From an optimization exercise on the open Yosys and OpenROAD flow, aimed at small area; shortcuts taken in it are not production practice.
RTL that was checked went through simulation tests only; none was proved equivalent to the original.
The RTL of runs 1 to 3 was laid out without a check of its function.
Power and IR drop assume default switching activity.

--- design/flow/design.v ---
module moldudp64_handler (
    input  wire        clk,
    input  wire        rst,
    input  wire        udp_payload_valid,
    input  wire [7:0]  udp_payload_data,
    input  wire        udp_payload_start,
    input  wire        udp_payload_end,
    output wire        itch_msg_valid,
    output wire        itch_msg_start,
    output wire        itch_msg_end,
    output wire        itch_next_valid,
    output wire        itch_next_start,
    output wire [79:0] session_id,
    output wire [63:0] sequence_number,
    output wire [15:0] message_count,
    output wire        session_valid,
    output wire        sequence_gap,
    output wire [31:0] gap_count,
    output wire [31:0] packet_count,
    output wire [31:0] msg_extracted
);
    localparam [2:0] IDLE               = 3'd0,
                     PARSE_SESSION_ID   = 3'd1,
                     PARSE_SEQUENCE_NUM = 3'd2,
                     PARSE_MSG_COUNT    = 3'd3,
                     PARSE_MSG_LEN      = 3'd4,
                     FORWARD_MSG_DATA   = 3'd5,
                     PACKET_END         = 3'd6,
                     ERROR_STATE        = 3'd7;
    reg [2:0]  state;
    reg [79:0] session_id_reg;
    reg [63:0] sequence_num_reg;
    reg [15:0] msg_count_reg;
    reg [63:0] expected_seq;
    reg        seq_initialized;
    reg [15:0] msg_rem;
    reg [15:0] msgs_remaining;
    reg [3:0]  header_byte_cnt;
    reg [31:0] pkt_count;
    reg [31:0] msg_count_stat;
    reg [31:0] gap_cnt;
    reg        out_valid;
    reg        out_start;
    reg        out_end;
    reg        gap_detected;
    reg        msg_first_byte;
    wire [15:0] new_msg_count = {msg_count_reg[15:8], udp_payload_data};
    wire [15:0] new_msg_len   = {msg_rem[15:8], udp_payload_data};
    wire        msg_last      = (msg_rem == 16'd1);
    wire        one_left      = (msgs_remaining[15:1] == 15'd0);
    wire        count_done    = state == PARSE_MSG_COUNT && udp_payload_valid && header_byte_cnt[0];
    wire        gap_found     = count_done && seq_initialized && sequence_num_reg != expected_seq;
    wire        msg_done      = state == FORWARD_MSG_DATA && udp_payload_valid && msg_last;
    function [31:0] incr;
        input [31:0] c;
        input        inc;
        integer      i;
        begin
            incr[0] = c[0] ^ inc;
            for (i = 1; i < 32; i = i + 1)
                incr[i] = c[i] ^ (inc & (&(c | ~((32'd1 << i) - 32'd1))));
        end
    endfunction
    always @(posedge clk) begin
        if (rst) begin
            state           <= IDLE;
            pkt_count       <= 32'd0;
            msg_count_stat  <= 32'd0;
            gap_cnt         <= 32'd0;
            seq_initialized <= 1'b0;
            out_valid       <= 1'b0;
            out_start       <= 1'b0;
            out_end         <= 1'b0;
            gap_detected    <= 1'b0;
        end else begin
            out_start    <= 1'b0;
            out_end      <= 1'b0;
            out_valid    <= 1'b0;
            gap_detected <= gap_found;
            pkt_count      <= incr(pkt_count, count_done);
            gap_cnt        <= incr(gap_cnt, gap_found);
            msg_count_stat <= incr(msg_count_stat, msg_done);
            case (state)
                IDLE: begin
                    if (udp_payload_start && udp_payload_valid) begin
                        state <= PARSE_SESSION_ID;
                        session_id_reg[79:72] <= udp_payload_data;
                        header_byte_cnt <= 4'd1;
                    end
                end
                PARSE_SESSION_ID: begin
                    if (udp_payload_valid) begin
                        case (header_byte_cnt)
                            4'd1: session_id_reg[71:64] <= udp_payload_data;
                            4'd2: session_id_reg[63:56] <= udp_payload_data;
                            4'd3: session_id_reg[55:48] <= udp_payload_data;
                            4'd4: session_id_reg[47:40] <= udp_payload_data;
                            4'd5: session_id_reg[39:32] <= udp_payload_data;
                            4'd6: session_id_reg[31:24] <= udp_payload_data;
                            4'd7: session_id_reg[23:16] <= udp_payload_data;
                            4'd8: session_id_reg[15:8]  <= udp_payload_data;
                            default: session_id_reg[7:0] <= udp_payload_data;
                        endcase
                        if (header_byte_cnt == 4'd9) begin
                            state <= PARSE_SEQUENCE_NUM;
                            header_byte_cnt <= 4'd0;
                        end else begin
                            header_byte_cnt <= header_byte_cnt + 4'd1;
                        end
                    end
                    if (udp_payload_end)
                        state <= ERROR_STATE;
                end
                PARSE_SEQUENCE_NUM: begin
                    if (udp_payload_valid) begin
                        case (header_byte_cnt[2:0])
                            3'd0: sequence_num_reg[63:56] <= udp_payload_data;
                            3'd1: sequence_num_reg[55:48] <= udp_payload_data;
                            3'd2: sequence_num_reg[47:40] <= udp_payload_data;
                            3'd3: sequence_num_reg[39:32] <= udp_payload_data;
                            3'd4: sequence_num_reg[31:24] <= udp_payload_data;
                            3'd5: sequence_num_reg[23:16] <= udp_payload_data;
                            3'd6: sequence_num_reg[15:8]  <= udp_payload_data;
                            3'd7: sequence_num_reg[7:0]   <= udp_payload_data;
                        endcase
                        if (header_byte_cnt[2:0] == 3'd7) begin
                            state <= PARSE_MSG_COUNT;
                            header_byte_cnt <= 4'd0;
                        end else begin
                            header_byte_cnt <= header_byte_cnt + 4'd1;
                        end
                    end
                    if (udp_payload_end)
                        state <= ERROR_STATE;
                end
                PARSE_MSG_COUNT: begin
                    if (udp_payload_valid) begin
                        if (!header_byte_cnt[0]) begin
                            msg_count_reg[15:8] <= udp_payload_data;
                            header_byte_cnt <= 4'd1;
                        end else begin
                            msg_count_reg[7:0] <= udp_payload_data;
                            seq_initialized <= 1'b1;
                            expected_seq <= sequence_num_reg + {48'd0, new_msg_count};
                            msgs_remaining <= new_msg_count;
                            if (new_msg_count == 16'd0) begin
                                state <= PACKET_END;
                            end else begin
                                state <= PARSE_MSG_LEN;
                                header_byte_cnt <= 4'd0;
                            end
                        end
                    end
                    if (udp_payload_end)
                        state <= ERROR_STATE;
                end
                PARSE_MSG_LEN: begin
                    if (udp_payload_valid) begin
                        if (!header_byte_cnt[0]) begin
                            msg_rem[15:8] <= udp_payload_data;
                            header_byte_cnt <= 4'd1;
                        end else begin
                            msg_rem <= new_msg_len;
                            if (new_msg_len == 16'd0) begin
                                msgs_remaining <= msgs_remaining - 16'd1;
                                if (one_left)
                                    state <= PACKET_END;
                                else
                                    header_byte_cnt <= 4'd0;
                            end else begin
                                state <= FORWARD_MSG_DATA;
                                msg_first_byte <= 1'b1;
                            end
                        end
                    end
                    if (udp_payload_end)
                        state <= ERROR_STATE;
                end
                FORWARD_MSG_DATA: begin
                    if (udp_payload_valid) begin
                        out_valid <= 1'b1;
                        msg_rem <= msg_rem - 16'd1;
                        if (msg_first_byte) begin
                            out_start <= 1'b1;
                            msg_first_byte <= 1'b0;
                        end
                        if (msg_last) begin
                            out_end <= 1'b1;
                            msgs_remaining <= msgs_remaining - 16'd1;
                            if (one_left) begin
                                state <= PACKET_END;
                            end else begin
                                state <= PARSE_MSG_LEN;
                                header_byte_cnt <= 4'd0;
                            end
                        end
                    end
                    if (udp_payload_end) begin
                        if (!msg_last)
                            state <= ERROR_STATE;
                        else
                            state <= IDLE;
                    end
                end
                PACKET_END: begin
                    if (udp_payload_end || !udp_payload_valid)
                        state <= IDLE;
                end
                default: begin
                    state <= IDLE;
                end
            endcase
        end
    end
    assign itch_msg_valid  = out_valid;
    assign itch_next_valid = !rst && state == FORWARD_MSG_DATA && udp_payload_valid;
    assign itch_next_start = itch_next_valid && msg_first_byte;
    assign itch_msg_start  = out_start;
    assign itch_msg_end    = out_end;
    assign session_id      = session_id_reg;
    assign sequence_number = sequence_num_reg;
    assign message_count   = msg_count_reg;
    assign session_valid   = seq_initialized;
    assign sequence_gap    = gap_detected;
    assign gap_count       = gap_cnt;
    assign packet_count    = pkt_count;
    assign msg_extracted   = msg_count_stat;
endmodule
module nasdaq_itch_parser (
    input  wire        clk,
    input  wire        rst,
    input  wire        itch_msg_valid,
    input  wire        itch_msg_start,
    input  wire        itch_msg_end,
    input  wire        itch_next_valid,
    input  wire        itch_next_start,
    input  wire [7:0]  itch_next_data,
    output wire        msg_valid,
    output wire [7:0]  msg_type,
    output reg         msg_error,
    output wire        add_order_valid,
    output wire [15:0] stock_locate,
    output wire [15:0] tracking_number,
    output wire [47:0] timestamp,
    output wire [63:0] order_ref,
    output wire        buy_sell,
    output wire [31:0] shares,
    output wire [63:0] stock_symbol,
    output wire [31:0] price,
    output wire        order_executed_valid,
    output wire [31:0] exec_shares,
    output wire [63:0] match_number,
    output wire        order_cancel_valid,
    output wire [31:0] cancel_shares,
    output wire        order_delete_valid,
    output wire        order_replace_valid,
    output wire [63:0] original_order_ref,
    output wire [63:0] new_order_ref,
    output wire [31:0] new_shares,
    output wire [31:0] new_price,
    output wire [31:0] total_messages,
    output wire [31:0] filtered_messages
);
    localparam [1:0] IDLE        = 2'd0,
                     COUNT_BYTES = 2'd1,
                     COMPLETE    = 2'd2,
                     ERROR       = 2'd3;
    localparam [7:0] MSG_ADD_ORDER      = 8'h41;   
    localparam [7:0] MSG_ORDER_EXECUTED = 8'h45;   
    localparam [7:0] MSG_ORDER_DELETE   = 8'h44;   
    localparam [7:0] MSG_ORDER_CANCEL   = 8'h58;   
    localparam [7:0] MSG_ORDER_REPLACE  = 8'h55;   
    localparam [7:0] MSG_SYSTEM_EVENT   = 8'h53;   
    localparam [7:0] MSG_STOCK_DIR      = 8'h52;   
    localparam [7:0] MSG_TRADE          = 8'h50;   
    localparam [7:0] MSG_CROSS_TRADE    = 8'h51;   
    reg [1:0]   state;
    reg [7:0]   current_msg_type;
    reg [5:0]   byte_counter;       
    reg [279:0] msg_buf;            
    reg         report;             
    reg [31:0]  total_msg_counter;
    reg [31:0]  filtered_msg_counter;
    function [5:0] last_pos;
        input [7:0] t;
        begin
            case (t)
                MSG_SYSTEM_EVENT:   last_pos = 6'd11;
                MSG_STOCK_DIR:      last_pos = 6'd38;
                MSG_ADD_ORDER:      last_pos = 6'd35;
                MSG_ORDER_EXECUTED: last_pos = 6'd30;
                MSG_ORDER_CANCEL:   last_pos = 6'd22;
                MSG_ORDER_DELETE:   last_pos = 6'd18;
                MSG_ORDER_REPLACE:  last_pos = 6'd34;
                MSG_TRADE:          last_pos = 6'd43;
                MSG_CROSS_TRADE:    last_pos = 6'd39;
                default:            last_pos = 6'd0;
            endcase
        end
    endfunction
    wire is_a = current_msg_type == MSG_ADD_ORDER;
    wire is_e = current_msg_type == MSG_ORDER_EXECUTED;
    wire is_x = current_msg_type == MSG_ORDER_CANCEL;
    wire is_d = current_msg_type == MSG_ORDER_DELETE;
    wire is_u = current_msg_type == MSG_ORDER_REPLACE;
    wire reported_type = is_a | is_e | is_x | is_d | is_u;
    wire last_byte = byte_counter == last_pos(current_msg_type);
    integer k;
    function [31:0] incr;
        input [31:0] c;
        input        inc;
        integer      i;
        begin
            incr[0] = c[0] ^ inc;
            for (i = 1; i < 32; i = i + 1)
                incr[i] = c[i] ^ (inc & (&(c | ~((32'd1 << i) - 32'd1))));
        end
    endfunction
    reg [1:0] next_state;
    reg [5:0] next_counter;
    always @(*) begin
        next_state   = state;
        next_counter = byte_counter;
        case (state)
            IDLE: begin
                if (itch_msg_start && itch_msg_valid) begin
                    next_counter = 6'd1;
                    if (last_pos(current_msg_type) == 6'd0)
                        next_state = ERROR;
                    else
                        next_state = COUNT_BYTES;
                end
            end
            COUNT_BYTES: begin
                if (itch_msg_valid) begin
                    next_counter = byte_counter + 6'd1;
                    if (last_byte)
                        next_state = COMPLETE;
                end
                if (itch_msg_end && !last_byte)
                    next_state = IDLE;
            end
            default: next_state = IDLE;
        endcase
        if (rst)
            next_state = IDLE;
    end
    always @(posedge clk) begin
        state        <= next_state;
        byte_counter <= next_counter;
        if (rst) begin
            msg_error            <= 1'b0;
            report               <= 1'b0;
            total_msg_counter    <= 32'd0;
            filtered_msg_counter <= 32'd0;
        end else begin
            msg_error <= state == ERROR ||
                         (state == COUNT_BYTES && itch_msg_end && !last_byte);
            report    <= state == COMPLETE && reported_type;
            total_msg_counter    <= incr(total_msg_counter, state == COMPLETE);
            filtered_msg_counter <= incr(filtered_msg_counter, state == COMPLETE && reported_type);
        end
    end
    always @(posedge clk) begin
        if (next_state == IDLE && itch_next_start)
            current_msg_type <= itch_next_data;
        if (next_state == COUNT_BYTES && itch_next_valid) begin
            for (k = 1; k <= 35; k = k + 1)
                if (next_counter == k)
                    msg_buf[8*k-1 -: 8] <= itch_next_data;
        end
    end
    assign msg_valid            = report;
    assign add_order_valid      = report & is_a;
    assign order_executed_valid = report & is_e;
    assign order_cancel_valid   = report & is_x;
    assign order_delete_valid   = report & is_d;
    assign order_replace_valid  = report & is_u;
    assign msg_type           = current_msg_type;
    assign stock_locate       = {msg_buf[7:0], msg_buf[15:8]};
    assign tracking_number    = {msg_buf[23:16], msg_buf[31:24]};
    assign timestamp          = {msg_buf[39:32], msg_buf[47:40], msg_buf[55:48], msg_buf[63:56], msg_buf[71:64], msg_buf[79:72]};
    assign order_ref          = {msg_buf[87:80], msg_buf[95:88], msg_buf[103:96], msg_buf[111:104], msg_buf[119:112], msg_buf[127:120], msg_buf[135:128], msg_buf[143:136]};
    assign buy_sell           = msg_buf[151:144] == 8'h42;
    assign shares             = {msg_buf[159:152], msg_buf[167:160], msg_buf[175:168], msg_buf[183:176]};
    assign stock_symbol       = {msg_buf[191:184], msg_buf[199:192], msg_buf[207:200], msg_buf[215:208], msg_buf[223:216], msg_buf[231:224], msg_buf[239:232], msg_buf[247:240]};
    assign price              = {msg_buf[255:248], msg_buf[263:256], msg_buf[271:264], msg_buf[279:272]};
    assign exec_shares        = {msg_buf[151:144], msg_buf[159:152], msg_buf[167:160], msg_buf[175:168]};
    assign match_number       = {msg_buf[183:176], msg_buf[191:184], msg_buf[199:192], msg_buf[207:200], msg_buf[215:208], msg_buf[223:216], msg_buf[231:224], msg_buf[239:232]};
    assign cancel_shares      = {msg_buf[151:144], msg_buf[159:152], msg_buf[167:160], msg_buf[175:168]};
    assign original_order_ref = {msg_buf[87:80], msg_buf[95:88], msg_buf[103:96], msg_buf[111:104], msg_buf[119:112], msg_buf[127:120], msg_buf[135:128], msg_buf[143:136]};
    assign new_order_ref      = {msg_buf[151:144], msg_buf[159:152], msg_buf[167:160], msg_buf[175:168], msg_buf[183:176], msg_buf[191:184], msg_buf[199:192], msg_buf[207:200]};
    assign new_shares         = {msg_buf[215:208], msg_buf[223:216], msg_buf[231:224], msg_buf[239:232]};
    assign new_price          = {msg_buf[247:240], msg_buf[255:248], msg_buf[263:256], msg_buf[271:264]};
    assign total_messages     = total_msg_counter;
    assign filtered_messages  = filtered_msg_counter;
endmodule
module nasdaq_moldudp_itch (
    input  wire        clk,
    input  wire        rst,
    input  wire        udp_payload_valid,
    input  wire [7:0]  udp_payload_data,
    input  wire        udp_payload_start,
    input  wire        udp_payload_end,
    output wire [79:0] session_id,
    output wire [63:0] sequence_number,
    output wire [15:0] message_count,
    output wire        session_valid,
    output wire        sequence_gap,
    output wire [31:0] gap_count,
    output wire [31:0] packet_count,
    output wire [31:0] msg_extracted,
    output wire        msg_valid,
    output wire [7:0]  msg_type,
    output wire        msg_error,
    output wire        add_order_valid,
    output wire [15:0] stock_locate,
    output wire [15:0] tracking_number,
    output wire [47:0] timestamp,
    output wire [63:0] order_ref,
    output wire        buy_sell,
    output wire [31:0] shares,
    output wire [63:0] stock_symbol,
    output wire [31:0] price,
    output wire        order_executed_valid,
    output wire [31:0] exec_shares,
    output wire [63:0] match_number,
    output wire        order_cancel_valid,
    output wire [31:0] cancel_shares,
    output wire        order_delete_valid,
    output wire        order_replace_valid,
    output wire [63:0] original_order_ref,
    output wire [63:0] new_order_ref,
    output wire [31:0] new_shares,
    output wire [31:0] new_price,
    output wire [31:0] total_messages,
    output wire [31:0] filtered_messages
);
    wire       mold_itch_valid;
    wire       mold_next_valid;
    wire       mold_next_start;
    wire       mold_itch_start;
    wire       mold_itch_end;
    moldudp64_handler moldudp64_inst (
        .clk               (clk),
        .rst               (rst),
        .udp_payload_valid (udp_payload_valid),
        .udp_payload_data  (udp_payload_data),
        .udp_payload_start (udp_payload_start),
        .udp_payload_end   (udp_payload_end),
        .itch_msg_valid    (mold_itch_valid),
        .itch_next_valid   (mold_next_valid),
        .itch_next_start   (mold_next_start),
        .itch_msg_start    (mold_itch_start),
        .itch_msg_end      (mold_itch_end),
        .session_id        (session_id),
        .sequence_number   (sequence_number),
        .message_count     (message_count),
        .session_valid     (session_valid),
        .sequence_gap      (sequence_gap),
        .gap_count         (gap_count),
        .packet_count      (packet_count),
        .msg_extracted     (msg_extracted)
    );
    nasdaq_itch_parser nasdaq_itch_inst (
        .clk                  (clk),
        .rst                  (rst),
        .itch_msg_valid       (mold_itch_valid),
        .itch_next_valid      (mold_next_valid),
        .itch_next_start      (mold_next_start),
        .itch_next_data       (udp_payload_data),
        .itch_msg_start       (mold_itch_start),
        .itch_msg_end         (mold_itch_end),
        .msg_valid            (msg_valid),
        .msg_type             (msg_type),
        .msg_error            (msg_error),
        .add_order_valid      (add_order_valid),
        .stock_locate         (stock_locate),
        .tracking_number      (tracking_number),
        .timestamp            (timestamp),
        .order_ref            (order_ref),
        .buy_sell             (buy_sell),
        .shares               (shares),
        .stock_symbol         (stock_symbol),
        .price                (price),
        .order_executed_valid (order_executed_valid),
        .exec_shares          (exec_shares),
        .match_number         (match_number),
        .order_cancel_valid   (order_cancel_valid),
        .cancel_shares        (cancel_shares),
        .order_delete_valid   (order_delete_valid),
        .order_replace_valid  (order_replace_valid),
        .original_order_ref   (original_order_ref),
        .new_order_ref        (new_order_ref),
        .new_shares           (new_shares),
        .new_price            (new_price),
        .total_messages       (total_messages),
        .filtered_messages    (filtered_messages)
    );
endmodule
--- design/flow/flow/run.sh ---
#!/bin/bash
# Standard ORFS layout (the standard.sh), with two layout-only changes:
#  - port buffers use the smallest buffer cell instead of clkdlybuf4s50_1;
#  - buffers that Yosys inserted (e.g. to split nets that feed several output
#    ports) are removed at floorplan, since every port gets its own buffer anyway.
# Synthesis is the standard synthesis, unchanged.
set -euo pipefail
export BUFFER_PORTS_ARGS="-buffer_cell sky130_fd_sc_hd__buf_1"
export REMOVE_ABC_BUFFERS=1
bash standard.sh > standard_flow.log 2>&1
--- design/flow/standard.sh ---
#!/bin/bash
# synth_recipe.tcl (not shown) runs the flow's synth.tcl, then flattens the netlist and writes it again
# the make line also repeats each setting of config.mk as NAME=value (left out here)
make -C /OpenROAD-flow-scripts/flow DESIGN_CONFIG=/design/flow/config.mk WORK_HOME=/design/flow/orfs CLKGATE_MAP_FILE= SYNTH_SCRIPT=/design/flow/synth_recipe.tcl "${@:-finish}"
--- design/flow/config.mk ---
export PLATFORM = sky130hd
export DESIGN_NAME = nasdaq_moldudp_itch
export DESIGN_NICKNAME = nasdaq_moldudp_itch
export VERILOG_FILES = /design/flow/design.v
export SDC_FILE = /design/flow/constraint.sdc
export NUM_CORES = 4
export LEC_CHECK = 0
export CAP_MARGIN = 20
export CORE_MARGIN = 2
export CORE_UTILIZATION = 40
export CTS_BUF_LIST = sky130_fd_sc_hd__clkbuf_16
export CTS_CLUSTER_DIAMETER = 60
export CTS_CLUSTER_SIZE = 24
export SLEW_MARGIN = 20
--- design/flow/constraint.sdc ---
create_clock -name core_clock -period 5.0 [get_ports {clk}]
set_input_delay 1.0000 -clock core_clock [delete_from_list [all_inputs] [get_ports {clk}]]
set_output_delay 1.0000 -clock core_clock [all_outputs]
set_load 0.01 [all_outputs]
==> results of run 1 <==
## logic make-up after synthesis
family                     after synthesis  synth area share (%)
and+or+nand+nor                        801                  13.1
muxes                                    5                 0.166
DFF                                    727                  64.8
AOI/OAI and AO/OA                      180                  3.58
buffers and inverters                  423                  8.96
xor gates and xnor gates               285                  8.07
adders and majority gates               32                  1.32
## synth_stat cells (all sizes together), types with 3 or more instances
cell	instances	area [µm²]
a211oi	4	30.0
a21boi	3	22.5
a21o	9	67.6
a21oi	65	325
a31oi	6	37.5
and2	24	150
and3	28	175
and4	23	201
and4b	3	30.0
buf	323	2400
clkbuf	47	178
dfxtp	178	3560
edfxtp	549	16500
ha	31	388
inv	53	199
mux2i	4	40.0
nand2	133	499
nand2b	14	87.6
nand3	72	360
nand3b	7	52.6
nand4	70	457
nand4b	3	47.5
nor2	268	1010
nor2b	21	131
nor3	50	250
nor3b	5	37.5
nor4	31	206
nor4b	3	26.3
o211ai	5	42.5
o21a	5	37.5
o21ai	52	260
o22ai	4	25.0
o31ai	7	52.6
or2	6	40.0
or3	24	155
or4	11	86.3
xnor2	191	1670
xor2	94	823
## metrics by stage
stage          TNS [ps]  hold slack (ps)  instances  power (µW)
3_5_place_dp          0              490       4094        7020
2_1_floorplan   -268770              460       2083        6800
4_1_cts               0              502       4200       12000
6_report              0              503       4200       11900
3_3_place_gp          0              465       4094        7020
5_1_grt               0              532       4200       12200
## final timing paths
kind | to | depth (start not counted) | slack (ps) | start
setup / recovery | nasdaq_itch_inst.msg_buf[39] | 9 | 470 | nasdaq_itch_inst.current_msg_type[3]
hold / removal | moldudp64_inst.gap_cnt[31] | 2 | 500 | moldudp64_inst.gap_cnt[31]
setup reg to reg | nasdaq_itch_inst.msg_buf[39] | 9 | 470 | nasdaq_itch_inst.current_msg_type[3]
hold reg to reg | moldudp64_inst.gap_cnt[31] | 2 | 500 | moldudp64_inst.gap_cnt[31]
## critical path, stage by stage, from the launching register on
cell      delay (ps)
edfxtp_1         540
or4b_4           630
o31ai_1          250
o31ai_1          100
o22a_1           250
or3_4            420
a221oi_4         430
nand4_2          420
buf_4            320
nor2_1           760
## metal layers
metal | share of wire (%) | global-route usage, % | up-vias
met4 | 10 | 26.2 | 2
li1 | - | - | 9738
met2 | 44 | 46.8 | 1165
met3 | 9.4 | 9.13 | 206
met1 | 37 | 37.0 | 11000
met5 | 0.010 | 0 | -
## cell type report
type	count	area [µm²]	area share [%]
multi-input cells	1303	8140	22.8
clock buffers	56	1400	3.93
flip-flops and latches	727	20000	56.3
inverters	53	199	0.558
well taps	1030	1290	3.62
repair buffers	981	3870	10.9
clock inverters	50	679	1.91
## cell usage in the layout (no fill, tap or decap), types with 5 or more instances in the layout
master	netlist	layout
inv_12	0	9
ha_1	31	31
nor2b_1	21	21
nand3_1	72	72
clkbuf_16	0	56
nand3b_1	7	7
clkbuf_4	0	9
nand2b_1	14	14
nand2_1	133	133
dfxtp_1	178	178
a21o_1	9	9
o31ai_1	7	7
inv_1	53	55
and4_1	23	23
nor4_1	29	28
buf_4	313	38
inv_6	0	10
xnor2_1	191	191
xor2_1	94	94
or4_1	10	10
or3_1	23	23
inv_8	0	6
buf_1	3	933
clkinv_8	0	7
and3_1	28	28
o21ai_0	52	52
edfxtp_1	549	549
nand4_1	67	67
and2_1	23	23
nor2_1	268	266
a21oi_1	65	65
nor3b_1	5	5
or2_2	5	5
o21a_1	5	5
nor3_1	50	48
a31oi_1	6	6
## report_power, final
group | switching [µW] | internal [µW] | total (µW)
sequential | 31.2 | 6500 | 6530
clock | 2600 | 2420 | 5020
combinational | 268 | 87.3 | 355
==> flow_summary_export.csv, run 1 <==
group,metric,value,unit
run_status,status,"complete, no violations",
critical_path,start_kind,"flop",
sta,slew_headroom,30.9,%
clock_network,cts.clk_slew.worst_paths,90,ps
global_routing,gr-total-overflow,0,
layout,syn2layout_area_growth,15.2,%
clock_network,cts_tree,"yes",
floorplanning,boundaryPins,943,
global_routing,grt_max_degree,96,
critical_path,required,5260,ps
clock_network,cts_buffer_depth,3,
place,portBuffers,942,
clock_network,cts_hold_buf,0,
place,dpl.hpwl,96.2,mm
critical_path,cp-end-kind,"flop",
power,irDropWorstVdd,0.318,mV
logic_synthesis,synth.distinct_cells,73,
clock_network,clock-root-buffer,"clkbuf_16",
logic_synthesis,yosys_warnings,2,
layout,largest_register_ffs,280,
layout,nNetsFinal,3167,
clock_network,cts_made_buffers,56,
detailed_routing,drc,0,
sta,slew_viol_final,0,
layout,fin_util,46.8,%
floorplanning,die_x,282,µm
logic_synthesis,ys.flop_type,"edfxtp_1",
logic_synthesis,syn_inst,2453,
sta,hold_viol,0,
detailed_routing,via_count,22100,
clock_network,post_cts_buffers,0,
global_routing,grt_pass1_vias,20200,
sta,fin_ws,471,ps
sta,fmax,221,MHz
power,power_density,334,nW/µm²
worst_hold_path,hold_path_class,"flop to flop",
logic_synthesis,avgSynthCellArea,12.6,µm²
detailed_routing,wl_per_cell,30.7,µm
logic_synthesis,synth_edf_count,549,
global_routing,track_usage,31.2,%
clock_network,htreeDepth,2,
sta,clock_skew,36.8,ps
detailed_routing,detail_route.first_pass.iterations,5,
logic_synthesis,ys_seq_elements,727,
critical_path,path_class,"flop to flop",
detailed_routing,drt_iter0_drc,1941,
floorplanning,die_area,79600,µm²
floorplanning,rows,101,
sta,rsz0062_at_grt,"false",
layout,fin_area,35600,µm²
power,power.leakage,0.0114,µW
sta,worst_pin_slew,1040,ps
sta,post-route-min-period,4530,ps
floorplanning,start_util,40.6,%
global_routing,antenna_found_initial,5,
layout,drive_gt1_share,5.62,%
clock_network,clk_latency,660,ps
place,gp_congestion,1.00,
global_routing,grt_first_pass_wirelength,168,mm
floorplanning,fp.coreArea,76200,µm²
detailed_routing,ant_nets,0,
place,dpl_cell_area,33500,µm²
floorplanning,chipHeight,282,µm
clock_network,numClockSinks,727,
layout,diodes,0,
place,dpl_worst_slack,476,ps
critical_path,arrival,4790,ps
detailed_routing,vias_per_cell,5.26,
logic_synthesis,syn-cell-area,30900,µm²
logic_synthesis,synthArstFlopShare,0,%
detailed_routing,drt-total-wl,129,mm
sta,setup_viol,0,
job,cap_violations,0,
clock_network,post_cts_resized,0,
sta,fin_crit_sh,90.6,%
critical_path,path_max_fanout,8,
logic_synthesis,synth_seq_area_share,64.8,%
layout,fillers,7129,
==> inputs of run 2 (changes only) <==
--- a/design/flow/config.mk
+++ b/design/flow/config.mk
@@ -10,5 +10,5 @@
 export CORE_UTILIZATION = 40
-export CTS_BUF_LIST = sky130_fd_sc_hd__clkbuf_16
-export CTS_CLUSTER_DIAMETER = 60
-export CTS_CLUSTER_SIZE = 24
+export CTS_BUF_LIST = sky130_fd_sc_hd__clkbuf_8
+export CTS_CLUSTER_DIAMETER = 50
+export CTS_CLUSTER_SIZE = 20
 export SLEW_MARGIN = 20
==> run 2 against run 1 <==
Against the previous run: setup slack gained 8.4 ps; synthesized cell count unchanged; fmax rose by 0.19%; largest power group unchanged; die area did not move; critical path depth unchanged; still clean on timing, DRC and antenna; utilization is 0.26 points lower; cell area shrank 0.56%.
==> flow_summary_export.csv, run 2 <==
group,metric,value,unit
floorplanning,fp.coreArea,76200,µm²
clock_network,clk_latency,720,ps
power,p_seq_share,57.1,%
clock_network,clock-root-buffer,"clkbuf_8",
sta,hold_viol,0,
layout,layout_common_cells,"buf_1, edfxtp_1, nor2_1",
detailed_routing,drc,0,
critical_path,crit_start,"nasdaq_itch_inst.current_msg_type[3]",
power,irDropWorstVdd,0.314,mV
power,power.leakage,0.0113,µW
critical_path,start_kind,"flop",
global_routing,grt_first_pass_wirelength,169,mm
global_routing,gr-total-overflow,0,
critical_path,r2r-end,"nasdaq_itch_inst.msg_buf[33]",
detailed_routing,vias_per_cell,5.24,
worst_hold_path,hold_path_class,"flop to flop",
power,combPwrFrac,3.1,%
power,clock_power_share,39.8,%
floorplanning,rows,101,
clock_network,cts.clk_slew.worst_paths,110,ps
logic_synthesis,synth_top_area_cell,"edfxtp_1",
sta,slew_headroom,28.9,%
critical_path,worstPathCellList,"or4b_4 > o31ai_1 > o31ai_1 > o22a_1 > or3_4 > a221oi_4 > nand4_2 > buf_4 > nor2_1",
critical_path,ff2ff_path_depth,9,
logic_synthesis,ys_seq_elements,727,
global_routing,grt_max_degree,96,
place,dpl.cell_count,4094,
logic_synthesis,ys_top_cells_by_area,"edfxtp_1, dfxtp_1, buf_4, xnor2_1, nor2_1",
floorplanning,die_area,79600,µm²
layout,drive_gt1_share,6.70,%
detailed_routing,via_count,22200,
layout,nNetsFinal,3189,
clock_network,cts_made_buffers,78,
sta,post-route-min-period,4520,ps
floorplanning,chipHeight,282,µm
layout,syn2layout_area_growth,14.5,%
layout,final_common_cell,"buf_1",
global_routing,antenna_found_initial,2,
critical_path,path_max_fanout,8,
logic_synthesis,synthArstFlopShare,0,%
logic_synthesis,ys.flop_type,"edfxtp_1",
logic_synthesis,syn_inst,2453,
critical_path,slowest_stage,"nor2_1",
power,netSwitchingPower,2920,µW
critical_path,crit_top_cell,"o31ai_1",
sta,fin_crit_sh,90.4,%
worst_hold_path,min_from,"moldudp64_inst.gap_cnt[31]",
critical_path,path_class,"flop to flop",
place,gp_congestion,1.00,
clock_network,cts_tree,"yes",
sta,clock_skew,49.3,ps
logic_synthesis,synth_seq_area_share,64.8,%
logic_synthesis,ys_top_cells_by_count,"edfxtp_1, buf_4, nor2_1",
sta,slew_viol_final,0,
global_routing,grt_pass1_vias,20300,
logic_synthesis,synthMostInstantiatedCell,"edfxtp_1",
logic_synthesis,avgSynthCellArea,12.6,µm²
worst_hold_path,hold_path_end,"moldudp64_inst.gap_cnt[31]",
clock_network,numClockSinks,727,
sta,worst_pin_slew,1070,ps
sta,fmax,221,MHz
critical_path,rrSetupSlack,480,ps
sta,timing.hold.ws,506,ps
detailed_routing,detail_route.first_pass.iterations,6,
global_routing,track_usage,31.4,%
clock_network,cts_hold_buf,0,
logic_synthesis,yosysTopAreaCellShare,53.3,%
floorplanning,die_x,282,µm
detailed_routing,drt_iter0_drc,2162,
sta,setup_viol,0,
clock_network,post_cts_buffers,0,
critical_path,arrival,4820,ps
critical_path,r2r_start,"nasdaq_itch_inst.current_msg_type[3]",
floorplanning,boundaryPins,943,
worst_hold_path,min_path_cells,2,
clock_network,post_cts_resized,0,
critical_path,required,5300,ps
power,switching_share,25.5,%
logic_synthesis,yosys_warnings,2,
critical_path,max_stage_delay,740,ps
place,dpl.hpwl,96.2,mm
floorplanning,start_util,40.6,%
detailed_routing,ant_nets,0,
clock_network,cts_buffer_depth,3,
detailed_routing,drt-total-wl,129,mm
critical_path,cp-end-kind,"flop",
clock_network,htreeDepth,3,
layout,fin_cells,4242,
place,portBuffers,942,
logic_synthesis,syn-cell-area,30900,µm²
logic_synthesis,synth_edf_count,549,
run_status,status,"complete, no violations",
layout,largest_register_ffs,280,
power,power_density,323,nW/µm²
logic_synthesis,synth.distinct_cells,73,
detailed_routing,wl_per_cell,30.5,µm
sta,rsz0062_at_grt,"false",
job,cap_violations,0,
power,cellInternalPower,8530,µW
## run 2: changes by cell type in the layout (fill, tap and decap cells not counted), sizes merged
cell	previous run	this run
inv	84	87
clkinvlp	3	6
clkbuf	65	89
diode	0	2
clkinv	13	22
bufinv	3	4
## run 2: kinds of logic after synthesis
kind of cell / Yosys count / synth area share [%]
xor gates and xnor gates: 285 / 8.07
adders and majority gates: 32 / 1.32
muxes: 5 / 0.166
buffers and inverters: 423 / 8.96
DFF: 727 / 64.8
AOI/OAI and AO/OA: 180 / 3.58
and+or+nand+nor: 801 / 13.1
## run 2: layout make-up
cell class | instances | area, µm²
Tap cell | 1030 | 1290
Fill cell | 7172 | 40800
Inverter | 53 | 199
Timing Repair Buffer | 981 | 3870
Clock buffer | 80 | 1100
Multi-Input combinational cell | 1303 | 8140
Sequential cell | 727 | 20000
Clock inverter | 66 | 776
Antenna cell | 2 | 5.00
## run 2: layer usage
layer / GRT usage, % / routed length, µm / vias up / part of all wire (%)
met4: 26.2 / 12600 / 0 / 9.8
met3: 9.04 / 12200 / 230 / 9.5
met5: 0 / 0 / - / 0
li1: - / - / 9785 / -
met2: 46.7 / 56300 / 1206 / 44
met1: 37.7 / 48100 / 11000 / 37
## run 2: critical path: cells and delay by family (launching register included)
| family | cells | cell delay [ps] |
|---|---|---|
| AND/OR/NAND/NOR | 4 | 2210 |
| AO/OA/AOI/OAI | 4 | 1040 |
| flip-flops | 1 | 550 |
| buffers and inverters | 1 | 320 |
## run 2: power groups by stage
stage / combinational (µW) / sequential (µW) / clock, µW
after detailed placement: 353 / 6660 / 0
after global placement: 351 / 6660 / 0
after floorplan: 131 / 6670 / 0
final: 356 / 6530 / 4560
after CTS: 354 / 6530 / 4660
after global routing: 383 / 6530 / 4860
## run 2: stage by stage
stage                     setup TNS, ps  worst slack [ps]  utilization [%]  power [µW]  area [µm²]
after detailed placement              0               476             44.0        7020       33500
after CTS                             0               429             46.5       11500       35400
after global placement                0               558             44.0        7020       33500
after floorplan                 -268770             -3730                -        6800       28400
after global routing                  0               263             46.5       11800       35400
final                                 0               479             46.5       11400       35400
## run 2: how the worst max path moves through the flow
stage / endpoint / slack [ps] / depth (start not counted)
5_1_grt: nasdaq_itch_inst.msg_buf[33] / 260 / 9
6_report: nasdaq_itch_inst.msg_buf[33] / 480 / 9
2_1_floorplan: moldudp64_inst.expected_seq[0] / -3730 / 1
3_3_place_gp: nasdaq_itch_inst.msg_buf[36] / 560 / 9
3_5_place_dp: nasdaq_itch_inst.msg_buf[37] / 480 / 9
4_1_cts: nasdaq_itch_inst.msg_buf[33] / 430 / 9
==> inputs of run 3 (changes only) <==
--- a/design/flow/config.mk
+++ b/design/flow/config.mk
@@ -9,5 +9,5 @@
 export CORE_MARGIN = 2
-export CORE_UTILIZATION = 40
+export CORE_UTILIZATION = 55
 export CTS_BUF_LIST = sky130_fd_sc_hd__clkbuf_8
-export CTS_CLUSTER_DIAMETER = 50
+export CTS_CLUSTER_DIAMETER = 80
 export CTS_CLUSTER_SIZE = 20
==> run 3 against run 2 <==
Against the previous run: synthesized area unchanged; synthesized cell count unchanged; the flow now stops in I/O pin placement (3_2_place_iop).
==> flow_summary_export.csv, run 3 <==
group,metric,value,unit
logic_synthesis,ys_top_cells_by_count,"edfxtp_1, buf_4, nor2_1",
logic_synthesis,ys_seq_elements,727,
logic_synthesis,synth.distinct_cells,73,
logic_synthesis,ys_top_cells_by_area,"edfxtp_1, dfxtp_1, buf_4, xnor2_1, nor2_1",
run_status,stop_stage,"I/O pin placement (3_2_place_iop)",
run_status,firstError,"[ERROR PPL-0024] Number of IO pins (943) exceeds maximum number of available positions (866). Increase the die perimeter from 964.66um to 1282.48um.",
run_status,status,"did not finish",
logic_synthesis,synth_edf_count,549,
floorplanning,rows,86,
logic_synthesis,syn-cell-area,30900,µm²
floorplanning,die_x,241,µm
logic_synthesis,ys.flop_type,"edfxtp_1",
logic_synthesis,synth_top_area_cell,"edfxtp_1",
logic_synthesis,yosysTopAreaCellShare,53.3,%
floorplanning,start_util,55.9,%
logic_synthesis,synthMostInstantiatedCell,"edfxtp_1",
floorplanning,chipHeight,241,µm
logic_synthesis,avgSynthCellArea,12.6,µm²
logic_synthesis,syn_inst,2453,
logic_synthesis,synth_seq_area_share,64.8,%
logic_synthesis,synthArstFlopShare,0,%
logic_synthesis,yosys_warnings,2,
-- run 3: cell counts after synthesis --
Identical to the previous run, type by type.
-- run 3: cells by family after synthesis --
kind of cell	synth area share, %
AND/OR/NAND/NOR	13.1
flip-flops	64.8
buffers and inverters	8.96
XOR/XNOR	8.07
AO/OA/AOI/OAI	3.58
adder cells (fa/ha/maj)	1.32
multiplexers	0.166
==> inputs of run 4 (changes only) <==
--- a/design/flow/design.v
+++ b/design/flow/design.v
@@ -37,3 +37,3 @@
     reg [15:0] msgs_remaining;
-    reg [3:0]  header_byte_cnt;
+    wire [3:0] header_byte_cnt = msg_rem[3:0];
     reg [31:0] pkt_count;
@@ -87,3 +87,3 @@
                         session_id_reg[79:72] <= udp_payload_data;
-                        header_byte_cnt <= 4'd1;
+                        msg_rem[3:0] <= 4'd1;
                     end
@@ -105,5 +105,5 @@
                             state <= PARSE_SEQUENCE_NUM;
-                            header_byte_cnt <= 4'd0;
+                            msg_rem[3:0] <= 4'd0;
                         end else begin
-                            header_byte_cnt <= header_byte_cnt + 4'd1;
+                            msg_rem[3:0] <= header_byte_cnt + 4'd1;
                         end
@@ -127,5 +127,5 @@
                             state <= PARSE_MSG_COUNT;
-                            header_byte_cnt <= 4'd0;
+                            msg_rem[3:0] <= 4'd0;
                         end else begin
-                            header_byte_cnt <= header_byte_cnt + 4'd1;
+                            msg_rem[3:0] <= header_byte_cnt + 4'd1;
                         end
@@ -139,3 +139,3 @@
                             msg_count_reg[15:8] <= udp_payload_data;
-                            header_byte_cnt <= 4'd1;
+                            msg_rem[3:0] <= 4'd1;
                         end else begin
@@ -149,3 +149,3 @@
                                 state <= PARSE_MSG_LEN;
-                                header_byte_cnt <= 4'd0;
+                                msg_rem[3:0] <= 4'd0;
                             end
@@ -160,3 +160,3 @@
                             msg_rem[15:8] <= udp_payload_data;
-                            header_byte_cnt <= 4'd1;
+                            msg_rem[3:0] <= 4'd1;
                         end else begin
@@ -167,4 +167,2 @@
                                     state <= PACKET_END;
-                                else
-                                    header_byte_cnt <= 4'd0;
                             end else begin
@@ -193,3 +191,2 @@
                                 state <= PARSE_MSG_LEN;
-                                header_byte_cnt <= 4'd0;
                             end
--- a/design/flow/config.mk
+++ b/design/flow/config.mk
@@ -7,8 +7,8 @@
 export LEC_CHECK = 0
-export CAP_MARGIN = 20
+export CAP_MARGIN = 0
 export CORE_MARGIN = 2
-export CORE_UTILIZATION = 55
+export CORE_UTILIZATION = 40
 export CTS_BUF_LIST = sky130_fd_sc_hd__clkbuf_8
-export CTS_CLUSTER_DIAMETER = 80
-export CTS_CLUSTER_SIZE = 20
-export SLEW_MARGIN = 20
+export CTS_CLUSTER_DIAMETER = 60
+export CTS_CLUSTER_SIZE = 16
+export SLEW_MARGIN = 0
==> run 4 against run 3 <==
Against the previous run: the run now finishes clean; synthesized cell count decreased by 1.9%; synthesized area decreased by 0.63%.
==> flow_summary_export.csv, run 4 <==
group,metric,value,unit
detailed_routing,detail_route.first_pass.iterations,6,
sta,fin_crit_sh,89.3,%
logic_synthesis,syn-cell-area,30700,µm²
sta,post-route-min-period,4460,ps
detailed_routing,ant_nets,0,
critical_path,ff2ff_path_depth,8,
detailed_routing,drc,0,
floorplanning,chipHeight,281,µm
logic_synthesis,syn_inst,2406,
logic_synthesis,synthMostInstantiatedCell,"edfxtp_1",
logic_synthesis,muxShareOfSynthArea,0.488,%
place,portBuffers,942,
layout,drive_gt1_share,5.27,%
layout,nNetsFinal,3119,
logic_synthesis,avgSynthCellArea,12.8,µm²
logic_synthesis,synth_top_area_cell,"edfxtp_1",
critical_path,crit_start,"nasdaq_itch_inst.current_msg_type[1]",
sta,rsz0062_at_grt,"false",
clock_network,cts.clk_slew.worst_paths,110,ps
place,dpl_worst_slack,500,ps
critical_path,endpoint,"nasdaq_itch_inst.msg_buf[143]",
sta,fmax,224,MHz
global_routing,gr-total-overflow,0,
critical_path,required,5360,ps
critical_path,r2r_start,"nasdaq_itch_inst.current_msg_type[1]",
clock_network,cts_buffer_depth,3,
clock_network,htreeDepth,2,
critical_path,path_max_fanout,11,
logic_synthesis,ys_top_cells_by_count,"edfxtp_1, buf_4, nor2_1",
sta,slew_viol_final,0,
global_routing,track_usage,28.8,%
layout,fillers,7173,
logic_synthesis,synth-simple-area-share,12.6,%
clock_network,clock-root-buffer,"clkbuf_8",
logic_synthesis,synth_compound_area_share,3.65,%
critical_path,r2r-end,"nasdaq_itch_inst.msg_buf[143]",
sta,setup_viol,0,
sta,hold_viol,0,
sta,fin_ws,536,ps
global_routing,grt_first_pass_wirelength,156,mm
global_routing,grt_pass1_vias,19400,
critical_path,rrSetupSlack,540,ps
logic_synthesis,ys.flop_type,"edfxtp_1",
clock_network,post_cts_resized,0,
clock_network,cts_hold_buf,0,
floorplanning,start_util,40.4,%
logic_synthesis,synthArstFlopShare,0,%
logic_synthesis,ys_top_cells_by_area,"edfxtp_1, dfxtp_1, buf_4, xnor2_1, nor2_1",
clock_network,post_cts_buffers,0,
critical_path,start_kind,"flop",
power,power.leakage,0.0110,µW
logic_synthesis,synth_seq_area_share,64.8,%
detailed_routing,via_count,21600,
power,power_density,299,nW/µm²
layout,syn2layout_area_growth,12.2,%
detailed_routing,drt_iter0_drc,1952,
logic_synthesis,ys_seq_elements,723,
place,gp_congestion,0.942,
global_routing,antenna_found_initial,6,
clock_network,cts_tree,"yes",
critical_path,path_class,"flop to flop",
logic_synthesis,synth_edf_count,545,
layout,largest_register_ffs,280,
floorplanning,fp.coreArea,76100,µm²
global_routing,grt_max_degree,196,
place,dpl.hpwl,88.9,mm
layout,layout_common_cells,"buf_1, edfxtp_1, nor2_1",
sta,clock_skew,93.6,ps
run_status,status,"complete, no violations",
floorplanning,die_x,281,µm
detailed_routing,wl_per_cell,28.7,µm
sta,tns,0,ps
detailed_routing,vias_per_cell,5.22,
logic_synthesis,yosys_warnings,2,
floorplanning,rows,101,
logic_synthesis,synth.distinct_cells,78,
detailed_routing,drt-total-wl,119,mm
layout,final_common_cell,"buf_1",
sta,slew_headroom,22.9,%
clock_network,cts_made_buffers,61,
critical_path,arrival,4820,ps
logic_synthesis,synthAdderAreaFrac,1.41,%
power,irDropWorstVdd,0.241,mV
logic_synthesis,synth_top_family_by_area,"simple AND/OR/NAND/NOR gates",
logic_synthesis,yosysTopAreaCellShare,53.2,%
job,cap_violations,0,
clock_network,clk_latency,750,ps
clock_network,numClockSinks,723,
worst_hold_path,hold_path_class,"flop to flop",
critical_path,cp-end-kind,"flop",
floorplanning,boundaryPins,943,
logic_synthesis,synthXorXnorAreaFrac,8.03,%
sta,worst_pin_slew,1160,ps
floorplanning,die_area,79100,µm²
==> run 4: metrics by stage <==
| stage | util, % | instances | area, µm² | total power, µW | hold WS, ps |
|---|---|---|---|---|---|
| after global routing | 45.3 | 4145 | 34500 | 10600 | 524 |
| final | 45.3 | 4147 | 34500 | 10300 | 499 |
| after global placement | 43.7 | 4039 | 33300 | 6980 | 472 |
| after CTS | 45.3 | 4143 | 34500 | 10400 | 498 |
| after detailed placement | 43.7 | 4039 | 33300 | 6990 | 481 |
| after floorplan | - | 2034 | 28100 | 6770 | 443 |
==> run 4: cell type report <==
cell class	instances	area, µm²	share of cell area (%)
sequential	723	19900	57.8
multi-input combinational	1270	8070	23.4
timing repair buffer	975	3830	11.1
tap	1030	1290	3.74
clock buffer	62	853	2.47
clock inverter	42	362	1.05
inverter	41	154	0.446
antenna	4	10.0	0.0290
==> run 4: how the worst min path moves through the flow <==
stage | from | depth (start not counted) | to
final | nasdaq_itch_inst.filtered_msg_counter[31] | 2 | nasdaq_itch_inst.filtered_msg_counter[31]
after global placement | nasdaq_itch_inst.filtered_msg_counter[31] | 2 | nasdaq_itch_inst.filtered_msg_counter[31]
after floorplan | moldudp64_inst.msg_first_byte | 1 | moldudp64_inst.out_start
after detailed placement | nasdaq_itch_inst.filtered_msg_counter[31] | 2 | nasdaq_itch_inst.filtered_msg_counter[31]
after global routing | nasdaq_itch_inst.total_msg_counter[31] | 2 | nasdaq_itch_inst.total_msg_counter[31]
after CTS | nasdaq_itch_inst.filtered_msg_counter[31] | 2 | nasdaq_itch_inst.filtered_msg_counter[31]
==> run 4: report_power, final <==
part / total [µW] / internal (µW) / leakage, µW / switching, µW
sequential: 6480 / 6460 / 0.00633 / 22.7
clock: 3460 / 1330 / 0.000674 / 2140
combinational: 367 / 93.6 / 0.00397 / 274
total: 10300 / 7880 / 0.0110 / 2430
==> run 4: metal layers <==
metal  GRT usage, %  part of all wire (%)  vias up
li1               -                     -     9540
met3           10.9                    12      173
met4           11.1                   4.2        2
met5           1.31                  0.12        -
met2           45.4                    46     1135
met1           35.6                    38    10800
==> run 4: cell families (layout without fill, tap and decap cells) <==
group,Yosys count,in the layout
compound gates,172,172
mux,14,14
simple gates,768,768
fa+ha+maj,34,34
other cells,0,4
xor+xnor,282,282
flops,723,723
buf+inv,413,1120
==> run 4: worst max-delay path: stages, from the launching register on <==
cell       delay, ps
edfxtp_1         570
nor4b_2          460
o21ai_0          210
xnor2_1          190
a2111oi_4        410
a31o_4           230
a31oi_4          100
or4_1           1020
nor2_1           870
==> inputs of run 5 (changes only) <==
--- a/design/flow/config.mk
+++ b/design/flow/config.mk
@@ -7,3 +7,3 @@
 export LEC_CHECK = 0
-export CAP_MARGIN = 0
+export CAP_MARGIN = 20
 export CORE_MARGIN = 2
@@ -13,2 +13,2 @@
 export CTS_CLUSTER_SIZE = 16
-export SLEW_MARGIN = 0
+export SLEW_MARGIN = 20
==> run 5 against run 4 <==
Against the previous run: flip-flop and latch count unchanged; cell count unchanged; via count unchanged; combinational power about the same; total power unchanged; sequential power about the same; register-to-register slack about the same; die area unchanged; global-route usage unchanged; synthesized area unchanged; fmax unchanged; critical path depth unchanged; largest cell class unchanged; largest power group unchanged.
==> flow_summary_export.csv, run 5 <==
group,metric,value,unit
detailed_routing,drc,0,
sta,tns,0,ps
global_routing,antenna_found_initial,6,
critical_path,cp-end-kind,"flop",
sta,fin_crit_sh,89.3,%
detailed_routing,ant_nets,0,
floorplanning,fp.coreArea,76100,µm²
layout,drive_gt1_share,5.27,%
layout,layout_common_cells,"buf_1, edfxtp_1, nor2_1",
global_routing,grt_pass1_vias,19400,
layout,fin_util,45.3,%
floorplanning,die_area,79100,µm²
detailed_routing,drt-total-wl,119,mm
critical_path,worstPathCellList,"nor4b_2 > o21ai_0 > xnor2_1 > a2111oi_4 > a31o_4 > a31oi_4 > or4_1 > nor2_1",
sta,fmax,224,MHz
logic_synthesis,yosysTopAreaCellShare,53.2,%
global_routing,grt_max_degree,196,
clock_network,post_cts_resized,0,
layout,nNetsFinal,3119,
logic_synthesis,synth.distinct_cells,78,
logic_synthesis,ys.flop_type,"edfxtp_1",
sta,setup_viol,0,
logic_synthesis,synthArstFlopShare,0,%
place,portBuffers,942,
place,dpl.cell_count,4039,
logic_synthesis,synth_seq_area_share,64.8,%
worst_hold_path,hold_path_class,"flop to flop",
layout,fin_cells,4147,
floorplanning,rows,101,
clock_network,cts_made_buffers,61,
layout,fin_area,34500,µm²
sta,slew_headroom,22.9,%
run_status,status,"complete, no violations",
power,irDropWorstVdd,0.241,mV
detailed_routing,wl_per_cell,28.7,µm
sta,clock_skew,93.6,ps
place,dpl.hpwl,88.9,mm
critical_path,path_class,"flop to flop",
logic_synthesis,yosys_warnings,2,
layout,largest_register_ffs,280,
sta,post-route-min-period,4460,ps
place,dpl_worst_slack,500,ps
logic_synthesis,ys_seq_elements,723,
global_routing,grt_first_pass_wirelength,156,mm
place,dpl_cell_area,33300,µm²
clock_network,clock-root-buffer,"clkbuf_8",
global_routing,track_usage,28.8,%
sta,fin_ws,536,ps
logic_synthesis,synth_edf_count,545,
power,power_density,299,nW/µm²
sta,worst_pin_slew,1160,ps
job,cap_violations,0,
critical_path,max_stage_delay,1020,ps
logic_synthesis,syn_inst,2406,
place,gp_congestion,0.942,
global_routing,gr-total-overflow,0,
clock_network,clk_latency,750,ps
critical_path,required,5360,ps
critical_path,start_kind,"flop",
clock_network,htreeDepth,2,
clock_network,cts_buffer_depth,3,
critical_path,slowest_stage,"or4_1",
detailed_routing,vias_per_cell,5.22,
power,power.leakage,0.0110,µW
logic_synthesis,synthMostInstantiatedCell,"edfxtp_1",
logic_synthesis,ys_top_cells_by_area,"edfxtp_1, dfxtp_1, buf_4, xnor2_1, nor2_1",
logic_synthesis,ys_top_cells_by_count,"edfxtp_1, buf_4, nor2_1",
clock_network,cts.clk_slew.worst_paths,110,ps
floorplanning,die_x,281,µm
floorplanning,boundaryPins,943,
logic_synthesis,avgSynthCellArea,12.8,µm²
sta,hold_viol,0,
detailed_routing,detail_route.first_pass.iterations,6,
floorplanning,chipHeight,281,µm
floorplanning,start_util,40.4,%
layout,syn2layout_area_growth,12.2,%
detailed_routing,via_count,21600,
clock_network,post_cts_buffers,0,
clock_network,cts_hold_buf,0,
detailed_routing,drt_iter0_drc,1952,
critical_path,arrival,4820,ps
clock_network,numClockSinks,723,
critical_path,path_max_fanout,11,
logic_synthesis,synth_top_area_cell,"edfxtp_1",
clock_network,cts_tree,"yes",
layout,final_common_cell,"buf_1",
sta,slew_viol_final,0,
sta,rsz0062_at_grt,"false",
logic_synthesis,syn-cell-area,30700,µm²
run 5: cell counts in the layout (fill, tap and decap cells not counted):
No cell type changed its count.
run 5: area by class of cell:
| cell class | count | area [µm²] |
|---|---|---|
| fill | 7173 | 41600 |
| inverter | 41 | 154 |
| multi-input combinational | 1270 | 8070 |
| sequential | 723 | 19900 |
| clock inverter | 42 | 362 |
| tap | 1030 | 1290 |
| timing repair buffer | 975 | 3830 |
| antenna | 4 | 10.0 |
| clock buffer | 62 | 853 |
run 5: critical path, delay by kind of cell, from the launching register on:
family | cells | cell delay (ps)
flip-flops | 1 | 570
AND/OR/NAND/NOR | 3 | 2350
XOR/XNOR | 1 | 190
AO/OA/AOI/OAI | 4 | 950
run 5: kinds of logic after synthesis:
group           share of synthesized area [%]
compound gates                           3.65
xor+xnor                                 8.03
mux                                     0.488
flops                                    64.8
buf+inv                                  9.00
simple gates                             12.6
fa+ha+maj                                1.41
run 5: per-layer routing:
metal / vias up / track usage, % / routed length (µm)
li1: 9540 / - / -
met1: 10800 / 35.6 / 45600
met2: 1135 / 45.4 / 54600
met3: 173 / 10.9 / 13700
met4: 2 / 11.1 / 4970
met5: - / 1.31 / 143
run 5: worst paths after layout:
path                                                           startpoint                                         to  slack, ps  cells after the start
worst max register to register       nasdaq_itch_inst.current_msg_type[1]              nasdaq_itch_inst.msg_buf[143]        540                      8
worst min register to register  nasdaq_itch_inst.filtered_msg_counter[31]  nasdaq_itch_inst.filtered_msg_counter[31]        500                      2
worst max-delay path                 nasdaq_itch_inst.current_msg_type[1]              nasdaq_itch_inst.msg_buf[143]        540                      8
worst min-delay path            nasdaq_itch_inst.filtered_msg_counter[31]  nasdaq_itch_inst.filtered_msg_counter[31]        500                      2
run 5: metrics by stage:
stage	total power [µW]	hold slack [ps]
final	10300	499
after global routing	10600	524
after global placement	6980	472
after detailed placement	6990	481
after floorplan	6770	443
after CTS	10400	498
run 5: where the power goes:
group          internal [µW]  leakage (µW)  switching (µW)  total (µW)
logic                   93.6       0.00397             274         367
clock network           1330      0.000674            2140        3460
registers               6460       0.00633            22.7        6480
==> inputs of run 6 (changes only) <==
==> design/flow/flow/run.sh (replaced) <==
#!/bin/bash
# Standard ORFS layout (the standard.sh), with layout-only changes:
#  - port buffers use the smallest buffer cell instead of clkdlybuf4s50_1;
#  - buffers that Yosys inserted (e.g. to split nets that feed several output
#    ports) are removed at floorplan, since every port gets its own buffer anyway;
#  - clock tree synthesis without dummy balancing loads.
# Synthesis is the standard synthesis, unchanged.
set -euo pipefail
export BUFFER_PORTS_ARGS="-buffer_cell sky130_fd_sc_hd__buf_1"
export REMOVE_ABC_BUFFERS=1
export CTS_ARGS="-sink_clustering_enable -repair_clock_nets -sink_clustering_size 16 -sink_clustering_max_diameter 60 -buf_list sky130_fd_sc_hd__clkbuf_8 -dont_use_dummy_load"
bash standard.sh > standard_flow.log 2>&1
==> run 6 against run 5 <==
Against the previous run: still clean; routed wire length about the same; global-route usage barely moved; critical path depth unchanged; die area is the same; sequential power is essentially flat; clock skew grew 60 ps; synthesized cell count stayed put; largest cell class unchanged; highest routed layer unchanged.
==> flow_summary_export.csv, run 6 <==
group,metric,value,unit
run_status,status,"complete, no violations",
layout,fin_util,44.9,%
layout,largest_register_ffs,280,
critical_path,arrival,4870,ps
floorplanning,die_area,79100,µm²
logic_synthesis,synthMostInstantiatedCell,"edfxtp_1",
floorplanning,rows,101,
power,cellInternalPower,7630,µW
critical_path,worstPathCellList,"nor4b_2 > o21ai_0 > xnor2_1 > a2111oi_4 > a31o_4 > a31oi_4 > or4_1 > nor2_1",
logic_synthesis,ys_top_cells_by_count,"edfxtp_1, buf_4, nor2_1",
logic_synthesis,yosysTopAreaCellShare,53.2,%
detailed_routing,drt_iter0_drc,1923,
place,dpl.cell_count,4039,
logic_synthesis,ys_top_cells_by_area,"edfxtp_1, dfxtp_1, buf_4, xnor2_1, nor2_1",
logic_synthesis,synth_edf_count,545,
critical_path,max_stage_delay,1010,ps
critical_path,path_class,"flop to flop",
sta,clock_skew,154,ps
sta,rsz0062_at_grt,"false",
sta,fin_crit_sh,90.7,%
sta,fin_ws,466,ps
clock_network,cts_made_buffers,61,
critical_path,start_kind,"flop",
logic_synthesis,syn_inst,2406,
detailed_routing,via_count,21600,
logic_synthesis,synthArstFlopShare,0,%
global_routing,grt_first_pass_wirelength,156,mm
sta,post-route-min-period,4530,ps
floorplanning,chipHeight,281,µm
critical_path,required,5330,ps
floorplanning,start_util,40.4,%
place,portBuffers,942,
logic_synthesis,yosys_warnings,2,
power,combPwrFrac,3.8,%
clock_network,clock-root-buffer,"clkbuf_8",
layout,drive_gt1_share,4.56,%
layout,final_common_cell,"buf_1",
logic_synthesis,synth.distinct_cells,78,
sta,slew_viol_final,0,
place,dpl_worst_slack,500,ps
detailed_routing,drc,0,
logic_synthesis,ys_seq_elements,723,
critical_path,cp_num_buf_inv,0,
power,switching_share,22.1,%
clock_network,htreeDepth,2,
global_routing,grt_max_degree,196,
detailed_routing,detail_route.first_pass.iterations,5,
place,dpl.hpwl,88.9,mm
logic_synthesis,avgSynthCellArea,12.8,µm²
clock_network,post_cts_resized,0,
floorplanning,fp.coreArea,76100,µm²
clock_network,cts_buffer_depth,3,
layout,fin_area,34100,µm²
clock_network,clk_latency,750,ps
global_routing,gr-total-overflow,0,
detailed_routing,ant_nets,0,
clock_network,cts_tree,"yes",
sta,hold_viol,0,
detailed_routing,vias_per_cell,5.26,
power,irDropWorstVdd,0.223,mV
sta,timing.hold.ws,497,ps
power,power.leakage,0.0107,µW
place,gp_congestion,0.942,
floorplanning,die_x,281,µm
sta,setup_viol,0,
power,netSwitchingPower,2160,µW
layout,final-seq-area,19900,µm²
global_routing,track_usage,28.8,%
layout,layout_common_cells,"buf_1, edfxtp_1, nor2_1",
sta,slew_headroom,25.4,%
layout,nNetsFinal,3119,
layout,fillers,7196,
clock_network,numClockSinks,723,
power,power_density,287,nW/µm²
layout,syn2layout_area_growth,11.0,%
place,dpl_cell_area,33300,µm²
layout,multiInputGateArea,8070,µm²
power,p_seq_share,66.2,%
clock_network,cts_hold_buf,0,
sta,fmax,221,MHz
clock_network,post_cts_buffers,0,
sta,worst_pin_slew,1120,ps
job,cap_violations,0,
logic_synthesis,syn-cell-area,30700,µm²
critical_path,slowest_stage,"or4_1",
floorplanning,boundaryPins,943,
detailed_routing,wl_per_cell,29.0,µm
critical_path,crit_family,"simple AND/OR/NAND/NOR gates",
critical_path,cp-end-kind,"flop",
global_routing,antenna_found_initial,5,
clock_network,cts.clk_slew.worst_paths,100,ps
worst_hold_path,hold_path_class,"flop to flop",
logic_synthesis,ys.flop_type,"edfxtp_1",
global_routing,grt_pass1_vias,19400,
logic_synthesis,synth_seq_area_share,64.8,%
power,clock_power_share,30.0,%
detailed_routing,drt-total-wl,119,mm
critical_path,path_max_fanout,11,
layout,fin_cells,4104,
logic_synthesis,synth_top_area_cell,"edfxtp_1",
-- run 6: logic make-up after synthesis --
logic type,Yosys count,share of synthesized area [%]
multiplexers,14,0.488
adder cells (fa/ha/maj),34,1.41
buffers and inverters,413,9.00
AND/OR/NAND/NOR,768,12.6
flip-flops,723,64.8
XOR/XNOR,282,8.03
AO/OA/AOI/OAI,172,3.65
-- run 6: metrics by stage --
step,total power (µW),setup TNS (ps)
detailed placement,6990,0
global placement,6980,0
global route,10100,0
CTS,9860,0
finish,9800,0
floorplan,6770,-115910
-- run 6: cell type report --
type / count / area share (%)
inverter: 41 / 0.451
timing repair buffer: 975 / 11.2
tap: 1030 / 3.78
antenna: 4 / 0.0293
multi-input combinational: 1270 / 23.7
sequential: 723 / 58.4
clock buffer: 61 / 2.46
-- run 6: per-layer routing --
layer / vias to the layer above / routed length (µm) / global-route usage (%)
li1: 9495 / - / -
met1: 10800 / 45600 / 35.3
met2: 1115 / 54000 / 44.8
met3: 194 / 13900 / 11.3
met4: 2 / 5530 / 12.2
met5: - / 143 / 1.31
-- run 6: worst paths after layout --
check | slack [ps] | to | depth (start not counted) | start
max | 470 | nasdaq_itch_inst.msg_buf[139] | 8 | nasdaq_itch_inst.current_msg_type[1]
min | 500 | nasdaq_itch_inst.filtered_msg_counter[31] | 2 | nasdaq_itch_inst.filtered_msg_counter[31]
max reg2reg | 470 | nasdaq_itch_inst.msg_buf[139] | 8 | nasdaq_itch_inst.current_msg_type[1]
min reg2reg | 500 | nasdaq_itch_inst.filtered_msg_counter[31] | 2 | nasdaq_itch_inst.filtered_msg_counter[31]
-- run 6: power by group through the flow --
stage | registers (µW) | clock network (µW) | logic [µW]
final | 6490 | 2940 | 368
after global routing | 6490 | 3180 | 400
after CTS | 6480 | 3010 | 368
after detailed placement | 6620 | 0 | 366
after global placement | 6620 | 0 | 365
after floorplan | 6630 | 0 | 142
-- run 6: worst min-delay path, delay by kind of cell (launching register included) --
family | cells | cell delay, ps
flip-flops | 1 | 330
AO/OA/AOI/OAI | 2 | 130
==> inputs of run 7 (changes only) <==
--- a/design/flow/flow/run.sh
+++ b/design/flow/flow/run.sh
@@ -10,3 +10,3 @@
 export REMOVE_ABC_BUFFERS=1
-export CTS_ARGS="-sink_clustering_enable -repair_clock_nets -sink_clustering_size 16 -sink_clustering_max_diameter 60 -buf_list sky130_fd_sc_hd__clkbuf_8 -dont_use_dummy_load"
+export CTS_ARGS="-sink_clustering_enable -repair_clock_nets -sink_clustering_size 18 -sink_clustering_max_diameter 60 -buf_list sky130_fd_sc_hd__clkbuf_8 -dont_use_dummy_load"
 bash standard.sh > standard_flow.log 2>&1
--- a/design/flow/config.mk
+++ b/design/flow/config.mk
@@ -12,3 +12,3 @@
 export CTS_CLUSTER_DIAMETER = 60
-export CTS_CLUSTER_SIZE = 16
+export CTS_CLUSTER_SIZE = 18
 export SLEW_MARGIN = 20
==> run 7 against run 6 <==
Against the previous run: critical endpoint is now nasdaq_itch_inst.msg_buf[141]; first-iteration DRC count fell by 3.1%; cell area barely moved; still clean on timing, DRC and antenna; largest cell class unchanged; synthesized cell count did not move.
==> flow_summary_export.csv, run 7 <==
group,metric,value,unit
clock_network,cts_made_buffers,59,
global_routing,antenna_found_initial,8,
clock_network,cts_hold_buf,0,
worst_hold_path,min_path_cells,2,
run_status,status,"complete, no violations",
clock_network,numClockSinks,723,
logic_synthesis,synthAdderAreaFrac,1.41,%
global_routing,grt_max_degree,196,
logic_synthesis,synth.distinct_cells,78,
sta,fmax,222,MHz
sta,clock_skew,173,ps
place,gp_congestion,0.942,
global_routing,track_usage,28.8,%
global_routing,grt_first_pass_wirelength,156,mm
layout,nNetsFinal,3117,
place,portBuffers,942,
critical_path,required,5340,ps
clock_network,post_cts_resized,0,
floorplanning,chipHeight,281,µm
detailed_routing,detail_route.first_pass.iterations,5,
logic_synthesis,synth_top_area_cell,"edfxtp_1",
sta,worst_pin_slew,1160,ps
logic_synthesis,synth_top_family_by_area,"simple AND/OR/NAND/NOR gates",
layout,fin_cells,4105,
sta,fin_ws,502,ps
critical_path,worstPathCellList,"nor4b_2 > o21ai_0 > xnor2_1 > a2111oi_4 > a31o_4 > a31oi_4 > or4_1 > nor2_1",
clock_network,cts.clk_slew.worst_paths,110,ps
power,irDropWorstVdd,0.254,mV
logic_synthesis,ys.flop_type,"edfxtp_1",
clock_network,cts_buffer_depth,3,
layout,layout_common_cells,"buf_1, edfxtp_1, nor2_1",
detailed_routing,via_count,21500,
floorplanning,rows,101,
critical_path,max_stage_delay,1020,ps
layout,fin_area,34100,µm²
place,dpl.hpwl,88.9,mm
worst_hold_path,hold_path_class,"flop to flop",
critical_path,path_max_fanout,11,
logic_synthesis,ys_seq_elements,723,
floorplanning,start_util,40.4,%
place,dpl_cell_area,33300,µm²
logic_synthesis,syn_inst,2406,
logic_synthesis,synth_seq_area_share,64.8,%
power,power_density,286,nW/µm²
floorplanning,fp.coreArea,76100,µm²
sta,fin_crit_sh,90.0,%
layout,syn2layout_area_growth,10.9,%
sta,rsz0062_at_grt,"false",
clock_network,cts_tree,"yes",
logic_synthesis,synthXorXnorAreaFrac,8.03,%
detailed_routing,ant_nets,0,
sta,slew_headroom,22.7,%
clock_network,clk_latency,750,ps
logic_synthesis,synth_compound_area_share,3.65,%
job,cap_violations,0,
sta,slew_viol_final,0,
critical_path,path_class,"flop to flop",
logic_synthesis,avgSynthCellArea,12.8,µm²
logic_synthesis,synth_edf_count,545,
sta,setup_viol,0,
detailed_routing,wl_per_cell,29.0,µm
logic_synthesis,synthMostInstantiatedCell,"edfxtp_1",
global_routing,grt_pass1_vias,19400,
clock_network,htreeDepth,2,
detailed_routing,drt-total-wl,119,mm
logic_synthesis,yosys_warnings,2,
layout,largest_register_ffs,280,
sta,post-route-min-period,4500,ps
power,power,9770,µW
clock_network,clock-root-buffer,"clkbuf_8",
floorplanning,die_x,281,µm
run 7: cell count changes in the layout (fill, tap and decap cells not counted):
cell	change
diode_2	+3
clkbuf_8	-2
run 7: final cells by class:
class / count / area, µm²
timing repair buffer: 975 / 3830
multi-input combinational: 1270 / 8070
tap: 1030 / 1290
clock buffer: 59 / 812
antenna: 7 / 17.5
inverter: 41 / 154
fill: 7177 / 42000
sequential: 723 / 19900
run 7: layer usage:
metal | vias to the layer above | GRT usage [%] | wire [µm]
li1 | 9490 | - | -
met1 | 10700 | 35.4 | 45200
met2 | 1173 | 45.3 | 54200
met3 | 188 | 11.3 | 14100
met4 | 4 | 11.4 | 5320
met5 | - | 1.31 | 157
run 7: logic make-up after synthesis:
| group | Yosys count |
|---|---|
| AO/OA/AOI/OAI | 172 |
| XOR/XNOR | 282 |
| adder cells (fa/ha/maj) | 34 |
| buffers and inverters | 413 |
| flip-flops | 723 |
| multiplexers | 14 |
| AND/OR/NAND/NOR | 768 |
run 7: worst max-delay path: cells and delay by family, from the launching register on:
| family | cells | cell delay, ps |
|---|---|---|
| and+or+nand+nor | 3 | 2340 |
| AOI/OAI and AO/OA | 4 | 950 |
| xor gates and xnor gates | 1 | 200 |
| DFF | 1 | 570 |
run 7: worst paths after layout:
kind	from	endpoint	slack (ps)
worst max register to register	nasdaq_itch_inst.current_msg_type[1]	nasdaq_itch_inst.msg_buf[141]	500
worst max-delay path	nasdaq_itch_inst.current_msg_type[1]	nasdaq_itch_inst.msg_buf[141]	500
worst min-delay path	nasdaq_itch_inst.filtered_msg_counter[31]	nasdaq_itch_inst.filtered_msg_counter[31]	500
worst min register to register	nasdaq_itch_inst.filtered_msg_counter[31]	nasdaq_itch_inst.filtered_msg_counter[31]	500
run 7: metrics by stage:
stage          setup TNS [ps]  utilization (%)  hold slack [ps]
5_1_grt                     0             44.8              524
3_3_place_gp                0             43.7              472
4_1_cts                     0             44.8              499
3_5_place_dp                0             43.7              481
2_1_floorplan         -115910                -              443
6_report                    0             44.8              498
run 7: power by group:
part | internal (µW) | switching [µW] | leakage, µW
clock network | 1040 | 1870 | 0.000424
logic | 93.5 | 275 | 0.00397
registers | 6460 | 22.8 | 0.00633
total | 7600 | 2170 | 0.0107

Check on run 7: ideal ports give 0.502 ns setup slack; a clkbuf_16 on the clock port and buf_2 on the inputs give 0.502 ns; moving port delays by the midpoint clock arrival (0.731 ns) as well gives 0.502 ns.
